What follows belongs to an exercise in optimizing a design on an open flow for small area; a production flow would make more cautious choices.
In this exercise RTL edits were held to simulation tests only and were not proved equivalent to the original.
Power figures rest on the tool's default switching activity, not on a simulated workload.

Setup of before:
==> flow/design.v (excerpt) <==
module Systolic_Array_with_Controller(init,clk,A0,A1,A2,A3,A4,B0,B1,B2,B3,B4,
  A0_out,A1_out,A2_out,A3_out,A4_out,B0_out,B1_out,B2_out,B3_out,B4_out);
parameter N=16;
input [N-1:0] A0,A1,A2,A3,A4,B0,B1,B2,B3,B4;
output [N-1:0] A0_out,A1_out,A2_out,A3_out,A4_out,B0_out,B1_out,B2_out,B3_out,B4_out;
input init,clk;
reg [4:0] k;
always @(posedge clk) begin
  if (k == 5'd31) k <= init ? 5'd0 : 5'd31;
  else if (k >= 5'd21) k <= 5'd31;
  else k <= k + 5'd1;
end
wire [4:0] v;
assign v[0] = (k >= 5'd1) & (k <= 5'd14);
assign v[1] = (k >= 5'd2) & (k <= 5'd14);
assign v[2] = (k >= 5'd3) & (k <= 5'd14);
assign v[3] = (k >= 5'd4) & (k <= 5'd14);
assign v[4] = (k >= 5'd5) & (k <= 5'd14);
wire sh   = (k >= 5'd15) & (k <= 5'd17);    
wire ra_s = (k == 5'd14);                    
wire ra_3 = (k >= 5'd15) & (k <= 5'd18);    
wire rb   = ((k >= 5'd4) & (k <= 5'd13)) | ((k >= 5'd19) & (k <= 5'd21));
wire oa   = (k >= 5'd4) & (k <= 5'd13);     
wire oh   = (k >= 5'd14) & (k <= 5'd21);    
wire [5*N-1:0] Ain = {A4,A3,A2,A1,A0};
wire [5*N-1:0] Bin = {B4,B3,B2,B1,B0};
reg  [20*N-1:0] as;     
reg  [20*N-1:0] bs;     
reg  [5*N-1:0]  ao;
reg  [5*N-1:0]  bo;
reg  [25*N-1:0] accn;   
wire [25*N-1:0] acc = ~accn;
wire [25*N-1:0] sum;
genvar i, j;
generate
  for (i = 0; i < 5; i = i + 1) begin : row
    always @(posedge clk) begin
      as[(i*4+0)*N +: N] <= Ain[i*N +: N];
      as[(i*4+1)*N +: N] <= as[(i*4+0)*N +: N];
      as[(i*4+2)*N +: N] <= as[(i*4+1)*N +: N];
      as[(i*4+3)*N +: N] <= as[(i*4+2)*N +: N];
  ...
For scale: about 12000 cells after synthesis.
clock: 10.0 ns
lec_check: 0
cap_margin: 20
core_margin: 2
core_utilization: 60
slew_margin: 20
synth_hierarchical: 1
synth_minimum_keep_size: 0
standard.sh (not shown) runs the stock make flow with config.mk's settings and CLKGATE_MAP_FILE= SYNTH_SCRIPT=/design/flow/synth_recipe.tcl, a recipe that flattens the netlist after the stock synthesis.
==> flow/flow/run.sh <==
#!/bin/bash
set -euo pipefail
W=$(pwd)
R=$W/orfs/results/${FLOW_PLATFORM}/Systolic_Array_with_Controller/base
LIB=$FLOW_HOME/platforms/${FLOW_PLATFORM}/lib/sky130_fd_sc_hd__tt_025C_1v80.lib
YOSYS=$FLOW_HOME/../tools/install/yosys/bin/yosys
export BUFFER_PORTS_ARGS="-buffer_cell sky130_fd_sc_hd__buf_1"
export CTS_ARGS="-sink_clustering_enable -repair_clock_nets -dont_use_dummy_load -buf_list sky130_fd_sc_hd__clkbuf_8 -sink_clustering_size 12 -sink_clustering_max_diameter 60"
bash standard.sh synth > "$W/log_synth.txt" 2>&1
cp "$R/1_2_yosys.v" "$W/net_standard.v"
python3 "$W/flow/polopt.py" "$W/net_standard.v" "$W/net_polopt.v" > "$W/log_polopt.txt" 2>&1
sed -e "s#LIB#$LIB#g" -e "s#IN#$W/net_polopt.v#" -e "s#OUT#$W/net_remap.v#" \
    -e "s#TOP#$FLOW_TOP#g" -e "s#ABCSCRIPT#$W/flow/amap.abc#" "$W/flow/remap.ys" > "$W/remap_run.ys"
"$YOSYS" -s "$W/remap_run.ys" > "$W/log_remap.txt" 2>&1
cp "$W/net_remap.v" "$R/1_2_yosys.v"
touch "$R/1_2_yosys.v"
bash standard.sh finish > "$W/log_layout.txt" 2>&1
Other scripts of this flow, unchanged in this note and not shown: flow/flow/amap.abc, flow/flow/polopt.py, flow/flow/remap.ys
Having completed the whole flow, before delivered a layout that passed the timing, design-rule and antenna checks.
Edits applied to the flow inputs when going from before to after:
- a change of CAP_MARGIN from 20 to 0
- a change of SLEW_MARGIN from 20 to 0
diff --git a/flow/flow/run.sh b/flow/flow/run.sh
--- a/flow/flow/run.sh
+++ b/flow/flow/run.sh
@@ -7,3 +7,3 @@
 export BUFFER_PORTS_ARGS="-buffer_cell sky130_fd_sc_hd__buf_1"
-export CTS_ARGS="-sink_clustering_enable -repair_clock_nets -dont_use_dummy_load -buf_list sky130_fd_sc_hd__clkbuf_8 -sink_clustering_size 12 -sink_clustering_max_diameter 60"
+export CTS_ARGS="-sink_clustering_enable -repair_clock_nets -dont_use_dummy_load -buf_list sky130_fd_sc_hd__clkbuf_16 -sink_clustering_size 30 -sink_clustering_max_diameter 120"
 bash standard.sh synth > "$W/log_synth.txt" 2>&1
Findings:
Row area of all placed cells without fillers: after lower / before higher. ~same instance count of the mapped netlist in before and after. Timing endpoint of the critical path = accn[223]$_DFF_P_: after; timing endpoint of the critical path = accn[63]$_DFF_P_: before. Measured against each other, before and after differ in measured slew at the worst slew-check pin, the lower figure coming from before. The library cell contributing the largest single delay on the critical path comes out dfxtp_1 in one run and fa_1 in the other, namely in before and after respectively. Total power after layout: before and after compared, lower one is after. Going from before to after, logic gate share of total power grows by 1.0 points.

[what the ideal ports hide]
The results above use ideal ports. As a check the final layouts listed here were re-extracted and re-timed, cells and wires unchanged.
Step 1: set_driving_cell puts a clkbuf_16 on clk and a buf_2 on each other input, an assumption about the parent block.
Step 2 times the ports against the registers' clock, not the clock port: input delays grow and output delays shrink by t, the midpoint of the rising clock arrivals with the driver on.
Three values: ideal, step 1, step 2; two values: the first two.
run	shift t [ns]	setup WS [ns]	hold WS [ns]	cell pins on the clock port's net
before	0.979	0.668 / 0.668 / 0.668	0.332 / 0.332 / 0.332	1
after	0.826	0.612 / 0.612 / 0.612	0.355 / 0.355 / 0.355	1
After both steps every run listed still meets setup and hold.
